Context: an optimization exercise on an open-source flow, tuned for a short achievable clock period and few clock cycles. The choices shown serve that exercise and are no tape-out recipe.
Where RTL was checked, it was by simulation tests only, not by an equivalence proof against the original.
The flow treats the clock pin as an ideal source, which a real chip does not have.
Power and IR drop assume default switching activity.

## cedar
// rv32i_core
module rv32i_core (
    input  logic Rst,
    input  logic Clk,
    output logic [31:0] imem_addr,
    input  logic [31:0] imem_rdata,
    output logic        dmem_re,
    output logic        dmem_we,
    output logic [1:0]  dmem_size,
    output logic [31:0] dmem_addr,
    output logic [31:0] dmem_wdata,
    input  logic [31:0] dmem_rdata,
    output logic        retire_valid,
    output logic [31:0] retire_pc,
    output logic        retire_we,
    output logic [4:0]  retire_rd,
    output logic [31:0] retire_wdata
);
Size in the first run: ~6800 cells after synthesis, about 2500 flip-flops, about 110000 um2 of cells after synthesis.
Settings: LEC_CHECK=0, ABC_CLOCK_PERIOD_IN_PS=3500, CAP_MARGIN=30, CORE_MARGIN=2, CORE_UTILIZATION=40, GPL_TIMING_DRIVEN=1, SLEW_MARGIN=20; clock period 12.0 ns.
standard.sh (not shown) runs the stock make flow with config.mk's settings and CLKGATE_MAP_FILE= SYNTH_SCRIPT=/design/flow/synth_recipe.tcl, a recipe that flattens the netlist after the stock synthesis.
==> flow/flow/run.sh <==
#!/bin/bash
set -euo pipefail
export MOVE_MIN_GAP=0.3
bash standard.sh SETUP_SLACK_MARGIN=8.5 TNS_END_PERCENT=100 MATCH_CELL_FOOTPRINT=0 \
  POST_GLOBAL_PLACE_TCL=$PWD/flow/post_gpl.tcl finish > standard_flow.log 2>&1
==> flow/flow/post_gpl.tcl <==
# Move each flip-flop that drives only an output port's buffer next to that
# buffer, when its data input has timing slack to spare.
set block [ord::get_db_block]
set moved 0
foreach port [get_ports -filter "direction == output"] {
  set pnet [get_nets [get_full_name $port]]
  foreach drv [get_pins -of_objects $pnet -filter "direction == output"] {
    set buf [get_cells -of_objects $drv]
    set bin [get_pins -of_objects $buf -filter "direction == input"]
    set inet [get_nets -of_objects $bin]
    if {[llength [get_pins -of_objects $inet]] != 2} { continue }
    foreach d2 [get_pins -of_objects $inet -filter "direction == output"] {
      set ff [get_cells -of_objects $d2]
      if {[llength [get_pins -of_objects $ff -filter "name == CLK"]] != 1} { continue }
      set dpin [get_pins -of_objects $ff -filter "name == D"]
      if {[llength $dpin] != 1} { continue }
      set ds [get_property $dpin slack_max]
      set os [get_property $port slack_max]
      if {$ds - $os < $::env(MOVE_MIN_GAP)} { continue }
      set bi [sta::sta_to_db_inst $buf]
      set fi [sta::sta_to_db_inst $ff]
      lassign [$bi getLocation] x y
      $fi setLocation $x $y
      incr moved
    }
  }
}
puts "post_gpl: moved $moved output flip-flops next to their port buffers"
estimate_parasitics -placement
The inputs of pine differ from those of cedar as listed below.
-- flow/design.v --
<<< cedar, line 45
    logic [2:0]  f3_e;
    logic        v_m, re_m, st_m, we_m, is_ld_m, upd_m, tk_m, rdr_m;
    logic [31:0] pc_m, res_m, addr_m, sd_m, tgt_m, rpn_m;
    logic        jalr_m;
    logic [4:0]  rd_m;
    logic        lb_m, lh_m, ls_m;
>>> pine, line 45
    logic [2:0]  f3_e;
    logic        v_m, re_m, st_m, we_m, is_ld_m, upd_m, tk_m, rdr_m;
    logic [31:0] pc_m, res_m, addr_m, sd_m, tgt_m, rpt_m, rpn_m;
    logic [4:0]  rd_m;
    logic        lb_m, lh_m, ls_m;
<<< cedar, line 70
    assign pc_f4 = pc_f + 32'd4;
    always_comb begin
        if (rdr_m)      pc_next = !tk_m ? rpn_m : jalr_m ? addr_m : tgt_m;
        else if (stall) pc_next = pc_f;
        else if (f_hit) pc_next = {pc_f[31:GH+1], f_tgt, 2'b00};
>>> pine, line 69
    assign pc_f4 = pc_f + 32'd4;
    always_comb begin
        if (rdr_m)      pc_next = tk_m ? rpt_m : rpn_m;
        else if (stall) pc_next = pc_f;
        else if (f_hit) pc_next = {pc_f[31:GH+1], f_tgt, 2'b00};
<<< cedar, line 255
    end
    always_ff @(posedge Clk) begin
        jalr_m  <= is_jalr_e;
        rpn_m   <= pc4_e;
        pc_m    <= pc_e;
>>> pine, line 254
    end
    always_ff @(posedge Clk) begin
        rpt_m   <= is_jalr_e ? sum : tgt_e;
        rpn_m   <= pc4_e;
        pc_m    <= pc_e;
--- outcome ---
Changes observed in pine relative to cedar: clock distribution area overhead in the final layout has remained practically unchanged, shortest period the worst path allows has increased, post-layout instance area has increased, largest driver fanout on the critical path has increased, via count has increased.
No functional check of the RTL was part of any run of this note.

Setup of the previous run:
Another version of the RTL of rv32i_core (not shown whole).
For scale: roughly 7,200 cells after synthesis, about 2,300 flip-flops, roughly 240 I/O pins, about 100,000 µm² of cells after synthesis.
export LEC_CHECK = 0
export ABC_CLOCK_PERIOD_IN_PS = 3500
export CAP_MARGIN = 30
export CORE_MARGIN = 2
export CORE_UTILIZATION = 40
export GPL_TIMING_DRIVEN = 1
export SLEW_MARGIN = 20
create_clock -name core_clock -period 12.0 [get_ports {Clk}]
==> flow/flow/run.sh <==
#!/bin/bash
set -euo pipefail
export MOVE_PATTERNS='ret_* st_m* re_m* sz_m* sd_m*'
export SPLIT_CLOCK_PORT=Clk
export EXTRA_MARGINS='8.0 8.5 8.5'
bash standard.sh SETUP_SLACK_MARGIN=8.5 TNS_END_PERCENT=100 MATCH_CELL_FOOTPRINT=0 \
  POST_RESIZE_TCL=$PWD/flow/post_rsz.tcl POST_CTS_TCL=$PWD/flow/post_cts_c.tcl \
  POST_GLOBAL_ROUTE_TCL=$PWD/flow/post_grt_c.tcl \
  finish > standard_flow.log 2>&1
Other scripts of this flow, unchanged in this note and not shown: flow/flow/post_cts_c.tcl, flow/flow/post_grt_c.tcl, flow/flow/post_rsz.tcl
Testbench counts of the previous run, summed over its fixed seeds: cycles 838,294.
Input-level comparison between the current run and the previous run:
-- flow/design.v --
<<< the previous run, line 81
        else            pc_slow = pc_f4;
    end
    logic fred_t, fred_n, fred;
    always_comb begin
        if (fred_t)      pc_next = tgt_e;
        else if (fred_n) pc_next = pc4_e;
        else             pc_next = pc_slow;
    end
    always_ff @(posedge Clk or posedge Rst) begin
        if (Rst) first <= 1'b1;
>>> the current run, line 81
        else            pc_slow = pc_f4;
    end
    logic fred_t, fred_n, fred, fr_t, fr_n, takenf;
    logic [31:0] nx_t, nx_n;
    assign nx_t    = fr_t ? tgt_e : pc_slow;
    assign nx_n    = fr_n ? pc4_e : pc_slow;
    assign pc_next = takenf ? nx_t : nx_n;
    always_ff @(posedge Clk or posedge Rst) begin
        if (Rst) first <= 1'b1;
<<< the previous run, line 277
    assign red_n    = ve && m_nt_e;
    assign redirect = !nf_e && (taken ? red_t : red_n);
    logic takenf;
    assign takenf = is_br_e ? (((c_eq_e & eqf) | (c_lt_e & ltf) | (c_ltu_e & ltuf)) ^ c_inv_e) : force_tk_e;
    assign fred_t = nf_e && takenf && red_t;
    assign fred_n = nf_e && !takenf && red_n;
    assign fred   = fred_t || fred_n;
    logic fkill, skill;
>>> the current run, line 276
    assign red_n    = ve && m_nt_e;
    assign redirect = !nf_e && (taken ? red_t : red_n);
    assign takenf = is_br_e ? (((c_eq_e & eqf) | (c_lt_e & ltf) | (c_ltu_e & ltuf)) ^ c_inv_e) : force_tk_e;
    assign fr_t   = nf_e && red_t;
    assign fr_n   = nf_e && red_n;
    assign fred_t = takenf && fr_t;
    assign fred_n = !takenf && fr_n;
    assign fred   = fred_t || fred_n;
    logic fkill, skill;
Findings:
On number of standard cells after synthesis: between the current run and the previous run, it ends up lower for the current run. Between the previous run and the current run, the flow reports total number of nets in the final design decreasing slightly. Relative to the previous run, the power measured on the current run has increased slightly. The current run -> the previous run: worst path setup slack after routing flat. Area overhead of the layout relative to synthesis delta (the previous run -> the current run): insignificant. Compared with the previous run, in the current run area enclosed by the die boundary essentially unchanged; global-route wire length before repair decreased 1.9%; global routing usage summed across all routing layers decreased 0.61 points; part of the power in the clock network decreased 0.3 points; transition time at the pin with the least slew margin decreased 0.096 ns. Going from the previous run to the current run, area of combinational cells with multiple inputs went down by 0.54%; final non-filler cell total held; global route total overflow roughly the same.
Testbench counts of the current run, summed over its fixed seeds: cycles 838,294.

Another version of the RTL of rv32i_core (not shown whole).
For scale: roughly 2,200 flip-flops, ~240 I/O pins, roughly 98,000 um^2 of cells after synthesis.
// rv32i_core
module rv32i_core (
    input  logic Rst,
    input  logic Clk,
    output logic [31:0] imem_addr,
    input  logic [31:0] imem_rdata,
    output logic        dmem_re,
    output logic        dmem_we,
    output logic [1:0]  dmem_size,
    output logic [31:0] dmem_addr,
    output logic [31:0] dmem_wdata,
    input  logic [31:0] dmem_rdata,
    output logic        retire_valid,
    output logic [31:0] retire_pc,
    output logic        retire_we,
    output logic [4:0]  retire_rd,
    output logic [31:0] retire_wdata
);
==> flow/config.mk <==
export PLATFORM = sky130hd
export DESIGN_NAME = rv32i_core
export DESIGN_NICKNAME = rv32i_core
export VERILOG_FILES = /design/flow/design.v
export SDC_FILE = /design/flow/constraint.sdc
export NUM_CORES = 8
export LEC_CHECK = 0
export ABC_CLOCK_PERIOD_IN_PS = 3500
export CAP_MARGIN = 30
export CORE_MARGIN = 2
export CORE_UTILIZATION = 40
export GPL_TIMING_DRIVEN = 1
export SLEW_MARGIN = 20
==> flow/constraint.sdc <==
create_clock -name core_clock -period 12.0 [get_ports {Clk}]
set_input_delay 2.4000 -clock core_clock [delete_from_list [all_inputs] [get_ports {Clk}]]
set_output_delay 2.4000 -clock core_clock [all_outputs]
set_load 0.01 [all_outputs]
==> flow/flow/run.sh <==
#!/bin/bash
set -euo pipefail
bash standard.sh SETUP_SLACK_MARGIN=8.5 TNS_END_PERCENT=100 finish > standard_flow.log 2>&1
The first run passed the timing, DRC and antenna checks.
==> next run, changes <==
--- a/flow/design.v
+++ b/flow/design.v
@@ -11,24 +11,26 @@
     input  logic [31:0] dmem_rdata,
     output logic        retire_valid,
     output logic [31:0] retire_pc,
     output logic        retire_we,
     output logic [4:0]  retire_rd,
     output logic [31:0] retire_wdata
 );
     localparam int BI   = 4;             
     localparam int BN   = 1 << BI;       
     localparam int TH   = 15;            
     localparam int TW   = TH - BI - 1;
     localparam int GH   = 15;            
+    localparam int LW   = 6;             
+    localparam logic [LW-1:0] LMAX = '1;
     logic        stall, redirect;
     logic [31:0] pc_f, pcx_f, ia_f;
     logic        first;
     logic        v_d;
     logic [31:0] ir_d, pc_d;
     logic        pt_d;
     logic [GH:2] ptgt_d;
     logic        v_e;
     logic [31:0] pc_e, pc4_e, tgt_e;
     logic [GH:2] ptgt_e;
     logic        pt_e;
     logic [31:0] a_e, b_e, sd_e;
@@ -43,30 +45,34 @@
     logic        v_m, re_m, st_m, we_m, is_ld_m, upd_m, tk_m, rdr_m;
     logic [31:0] pc_m, res_m, addr_m, sd_m, tgt_m, rpt_m, rpn_m;
     logic [4:0]  rd_m;
     logic        lb_m, lh_m, ls_m;
     logic [1:0]  sz_m;
     logic        ret_v, ret_we;
     logic [31:0] ret_pc, ret_wd;
     logic [4:0]  ret_rd;
     logic [BN-1:0] btb_v;
     logic [TW-1:0] btb_tag [BN];
     logic [GH:2]   btb_tgt [BN];
     logic [1:0]    btb_ctr [BN];
+    logic [LW-1:0] btb_it [BN];
+    logic [LW-1:0] btb_trip [BN];
+    logic [BN-1:0] btb_cf;
+    logic [BN-1:0] btb_p;
     logic [BI-1:0] fidx;
     logic          f_hit;
     logic [GH:2]   f_tgt;
     logic [31:0]   pc_f4, pc_next;
     assign fidx  = pc_f[BI+1:2];
-    assign f_hit = btb_v[fidx] && (btb_tag[fidx] == pc_f[TH:BI+2]) && btb_ctr[fidx][1];
+    assign f_hit = btb_v[fidx] && (btb_tag[fidx] == pc_f[TH:BI+2]) && btb_p[fidx];
     assign f_tgt = btb_tgt[fidx];
     assign pc_f4 = pc_f + 32'd4;
     always_comb begin
         if (rdr_m)      pc_next = tk_m ? rpt_m : rpn_m;
         else if (stall) pc_next = pc_f;
         else if (f_hit) pc_next = {pc_f[31:GH+1], f_tgt, 2'b00};
         else            pc_next = pc_f4;
     end
     always_ff @(posedge Clk or posedge Rst) begin
         if (Rst) ia_f <= 32'd0;
         else     ia_f <= pc_next;
     end
@@ -271,38 +277,57 @@
         if (lb_m)      ld[31:16] = {16{dmem_rdata[7] & ls_m}};
         else if (lh_m) ld[31:16] = {16{dmem_rdata[15] & ls_m}};
         else           ld[31:16] = dmem_rdata[31:16];
     end
     logic [BI-1:0] midx;
     logic          m_hit;
     assign midx  = pc_m[BI+1:2];
     assign m_hit = btb_v[midx] && (btb_tag[midx] == pc_m[TH:BI+2]);
     always_ff @(posedge Clk or posedge Rst) begin
         if (Rst)                   btb_v <= '0;
         else if (upd_m && tk_m)    btb_v[midx] <= 1'b1;
     end
+    logic [1:0]    c_old, c_new;
+    logic [LW-1:0] it_old, tr_old, it_new, tr_new;
+    logic          cf_new;
+    assign c_old  = btb_ctr[midx];
+    assign it_old = btb_it[midx];
+    assign tr_old = btb_trip[midx];
+    always_comb begin
+        if (!m_hit) begin
+            c_new  = 2'b10;
+            it_new = 1;
+            tr_new = '0;
+            cf_new = 1'b0;
+        end else if (tk_m) begin
+            c_new  = (c_old == 2'b11) ? c_old : c_old + 2'b01;
+            it_new = (it_old == LMAX) ? it_old : it_old + 1'b1;
+            tr_new = tr_old;
+            cf_new = btb_cf[midx];
+        end else begin
+            c_new  = (c_old == 2'b00) ? c_old : c_old - 2'b01;
+            it_new = '0;
+            tr_new = it_old;
+            cf_new = (it_old == tr_old) && (it_old != LMAX);
+        end
+    end
     always_ff @(posedge Clk) begin
-        if (upd_m) begin
-            if (m_hit) begin
-                if (tk_m) begin
-                    if (btb_ctr[midx] != 2'b11) btb_ctr[midx] <= btb_ctr[midx] + 2'b01;
-                    btb_tgt[midx] <= tgt_m[GH:2];
-                end else begin
-                    if (btb_ctr[midx] != 2'b00) btb_ctr[midx] <= btb_ctr[midx] - 2'b01;
-                end
-            end else if (tk_m) begin
-                btb_tag[midx] <= pc_m[TH:BI+2];
-                btb_tgt[midx] <= tgt_m[GH:2];
-                btb_ctr[midx] <= 2'b10;
-            end
+        if (upd_m && (m_hit || tk_m)) begin
+            btb_ctr[midx]  <= c_new;
+            btb_it[midx]   <= it_new;
+            btb_trip[midx] <= tr_new;
+            btb_cf[midx]   <= cf_new;
+            btb_p[midx]    <= c_new[1] && !(cf_new && it_new == tr_new);
+            if (tk_m) btb_tgt[midx] <= tgt_m[GH:2];
+            if (!m_hit) btb_tag[midx] <= pc_m[TH:BI+2];
         end
     end
     always_ff @(posedge Clk or posedge Rst) begin
         if (Rst) ret_v <= 1'b0;
         else     ret_v <= v_m;
     end
     always_ff @(posedge Clk) begin
         ret_pc <= pc_m;
         ret_we <= we_m;
         ret_rd <= rd_m;
         ret_wd <= mv;
     end
Synthesized cell count rises by roughly a tenth.
Setup slack is worse by 170 ps.
Cell area rises by roughly a tenth.
Clock-buffer cell count rises by 78.
Wire length rises by roughly a tenth.
Critical path depth rises by 16.
Power rises by a little under a tenth.
Die area rises by roughly a tenth.
Combinational power falls by a few percent.
Clock power rises by about a fifth.
Sequential cell count rises by 224.
No functional check of the RTL was part of any run of this note.

before:
Another version of the RTL of rv32i_core (not shown whole).
Size in the first run: about 6700 cells after synthesis, roughly 2400 flip-flops, roughly 110000 um^2 of cells after synthesis.
// rv32i_core
module rv32i_core (
    input  logic Rst,
    input  logic Clk,
    output logic [31:0] imem_addr,
    input  logic [31:0] imem_rdata,
    output logic        dmem_re,
    output logic        dmem_we,
    output logic [1:0]  dmem_size,
    output logic [31:0] dmem_addr,
    output logic [31:0] dmem_wdata,
    input  logic [31:0] dmem_rdata,
    output logic        retire_valid,
    output logic [31:0] retire_pc,
    output logic        retire_we,
    output logic [4:0]  retire_rd,
    output logic [31:0] retire_wdata
);
==> flow/config.mk <==
export PLATFORM = sky130hd
export DESIGN_NAME = rv32i_core
export DESIGN_NICKNAME = rv32i_core
export VERILOG_FILES = /design/flow/design.v
export SDC_FILE = /design/flow/constraint.sdc
export NUM_CORES = 8
export LEC_CHECK = 0
export ABC_CLOCK_PERIOD_IN_PS = 3500
export CAP_MARGIN = 30
export CORE_MARGIN = 2
export CORE_UTILIZATION = 40
export GPL_TIMING_DRIVEN = 1
export SLEW_MARGIN = 20
==> flow/constraint.sdc <==
create_clock -name core_clock -period 12.0 [get_ports {Clk}]
set_input_delay 2.4000 -clock core_clock [delete_from_list [all_inputs] [get_ports {Clk}]]
set_output_delay 2.4000 -clock core_clock [all_outputs]
set_load 0.01 [all_outputs]
==> flow/flow/run.sh <==
#!/bin/bash
set -euo pipefail
export MOVE_MIN_GAP=0.3
bash standard.sh SETUP_SLACK_MARGIN=8.5 TNS_END_PERCENT=100 \
  POST_GLOBAL_PLACE_TCL=$PWD/flow/post_gpl.tcl finish > standard_flow.log 2>&1
Scripts as last shown in full above: flow/flow/post_gpl.tcl
### before -> after
-- flow/design.v --
<<< before, line 30
    logic        pt_d;
    logic [GH:2] ptgt_d;
    logic        v_e;
    logic [31:0] pc_e, pc4_e, tgt_e;
>>> after, line 30
    logic        pt_d;
    logic [GH:2] ptgt_d;
    logic [31:0] imm_d, timm_d;
    logic        v_e;
    logic [31:0] pc_e, pc4_e, tgt_e;
<<< before, line 91
        else     v_d <= !rdr_m && !first && (stall ? v_d : 1'b1);
    end
    always_ff @(posedge Clk) begin
        if (!stall) begin
>>> after, line 92
        else     v_d <= !rdr_m && !first && (stall ? v_d : 1'b1);
    end
    logic [31:0] pre_imm, pre_timm;
    logic [31:0] q;
    assign q = imem_rdata;
    always_comb begin
        if (q[6:2] == 5'b01000)                            pre_imm = {{20{q[31]}}, q[31:25], q[11:7]};
        else if (q[6:2] == 5'b01101 || q[6:2] == 5'b00101) pre_imm = {q[31:12], 12'b0};
        else                                               pre_imm = {{20{q[31]}}, q[31:20]};
        if (q[6:2] == 5'b11011) pre_timm = {{11{q[31]}}, q[31], q[19:12], q[20], q[30:21], 1'b0};
        else                    pre_timm = {{19{q[31]}}, q[31], q[7], q[30:25], q[11:8], 1'b0};
    end
    always_ff @(posedge Clk) begin
        if (!stall) begin
<<< before, line 97
            pt_d   <= f_hit;
            ptgt_d <= f_tgt;
        end
    end
>>> after, line 108
            pt_d   <= f_hit;
            ptgt_d <= f_tgt;
            imm_d  <= pre_imm;
            timm_d <= pre_timm;
        end
    end
<<< before, line 124
    assign use2    = is_br | is_st | is_alur;
    assign use_imm = ~(is_br | is_alur);
    logic [31:0] immI, immS, immB, immU, immJ, imm;
    assign immI = {{20{ir_d[31]}}, ir_d[31:20]};
    assign immS = {{20{ir_d[31]}}, ir_d[31:25], ir_d[11:7]};
    assign immB = {{19{ir_d[31]}}, ir_d[31], ir_d[7], ir_d[30:25], ir_d[11:8], 1'b0};
    assign immU = {ir_d[31:12], 12'b0};
    assign immJ = {{11{ir_d[31]}}, ir_d[31], ir_d[19:12], ir_d[20], ir_d[30:21], 1'b0};
    always_comb begin
        if (is_st)                    imm = immS;
        else if (is_lui | is_auipc)   imm = immU;
        else                          imm = immI;
    end
    logic [31:0] rf [32];
    logic [31:0] rv;
>>> after, line 137
    assign use2    = is_br | is_st | is_alur;
    assign use_imm = ~(is_br | is_alur);
    logic [31:0] imm;
    assign imm = imm_d;
    logic [31:0] rf [32];
    logic [31:0] rv;
<<< before, line 158
    assign stall = v_d && v_e && is_ld_e && ((use1 && h1e) || (use2 && h2e));
    logic [31:0] tgt_d;
    assign tgt_d  = pc_d + (is_jal ? immJ : immB);
    always_ff @(posedge Clk or posedge Rst) begin
        if (Rst) v_e <= 1'b0;
>>> after, line 162
    assign stall = v_d && v_e && is_ld_e && ((use1 && h1e) || (use2 && h2e));
    logic [31:0] tgt_d;
    assign tgt_d  = pc_d + timm_d;
    always_ff @(posedge Clk or posedge Rst) begin
        if (Rst) v_e <= 1'b0;
after ended with less clock skew than before.
after ended up with a higher total clock buffers created by CTS than before did.
Comparing after with before, the wire length came out essentially unchanged.
Higher via count of the first global-routing pass among before and after: after
When after is measured against before, its setup slack after layout turns out 44 ps lower.
Taking before as the reference, in after post-place setup slack shows a reduction of 380 ps; register share of total power shows an increase of 0.6 points; final period demand of the worst path shows an increase of 44 ps; register area shows an increase of about 2%; number of enable-type register cells in the synthesized netlist shows an increase of about 2.5%.
Overall power of the completed layout, after vs before: up slightly
met2 track demand over resource was lower in after than in before.
Between before and after, the flow reports via count of the routed design increasing slightly.
No functional check of the RTL was part of any run of this note.

afterwards: timing with drivers on the ports:
In the flow no input, the clock included, has a driving cell. The finished layouts below were timed again as built, in two steps. Step 1 (the two cells are an assumption about what drives the block):
set clk [get_ports {Clk}]
set_driving_cell -lib_cell sky130_fd_sc_hd__clkbuf_16 $clk
set_driving_cell -lib_cell sky130_fd_sc_hd__buf_2 [delete_from_list [all_inputs] $clk]
Step 2, shift: input delay + t, output delay - t, t = (earliest + latest rising clock arrival at the registers) / 2. This alone moves slack from input paths to output paths. Three values: no drivers, after step 1, after step 2; two values: the first two.
run	shift t [ns]	setup WS [ns]	worst register clock-pin slew, ns
cedar	1.004	8.159 / 8.050 / 7.389	0.07 / 0.07
pine	0.981	8.008 / 8.008 / 7.434	0.07 / 0.07
the previous run	0.849	8.346 / 8.265 / 7.677	0.07 / 0.07
the current run	0.865	8.345 / 8.210 / 7.669	0.07 / 0.07
the first run of note 3	0.945	8.108 / 8.017 / 7.563	0.07 / 0.07
the second run of note 3	0.928	7.938 / 7.938 / 7.496	0.07 / 0.07
before	0.974	8.155 / 8.081 / 7.464	0.07 / 0.07
after	0.941	8.111 / 8.087 / 7.491	0.07 / 0.07
After both steps every run listed still meets setup and hold. For cedar, which loses most, drivers alone change the setup slack by -0.109 ns; drivers and shift together by -0.770 ns.
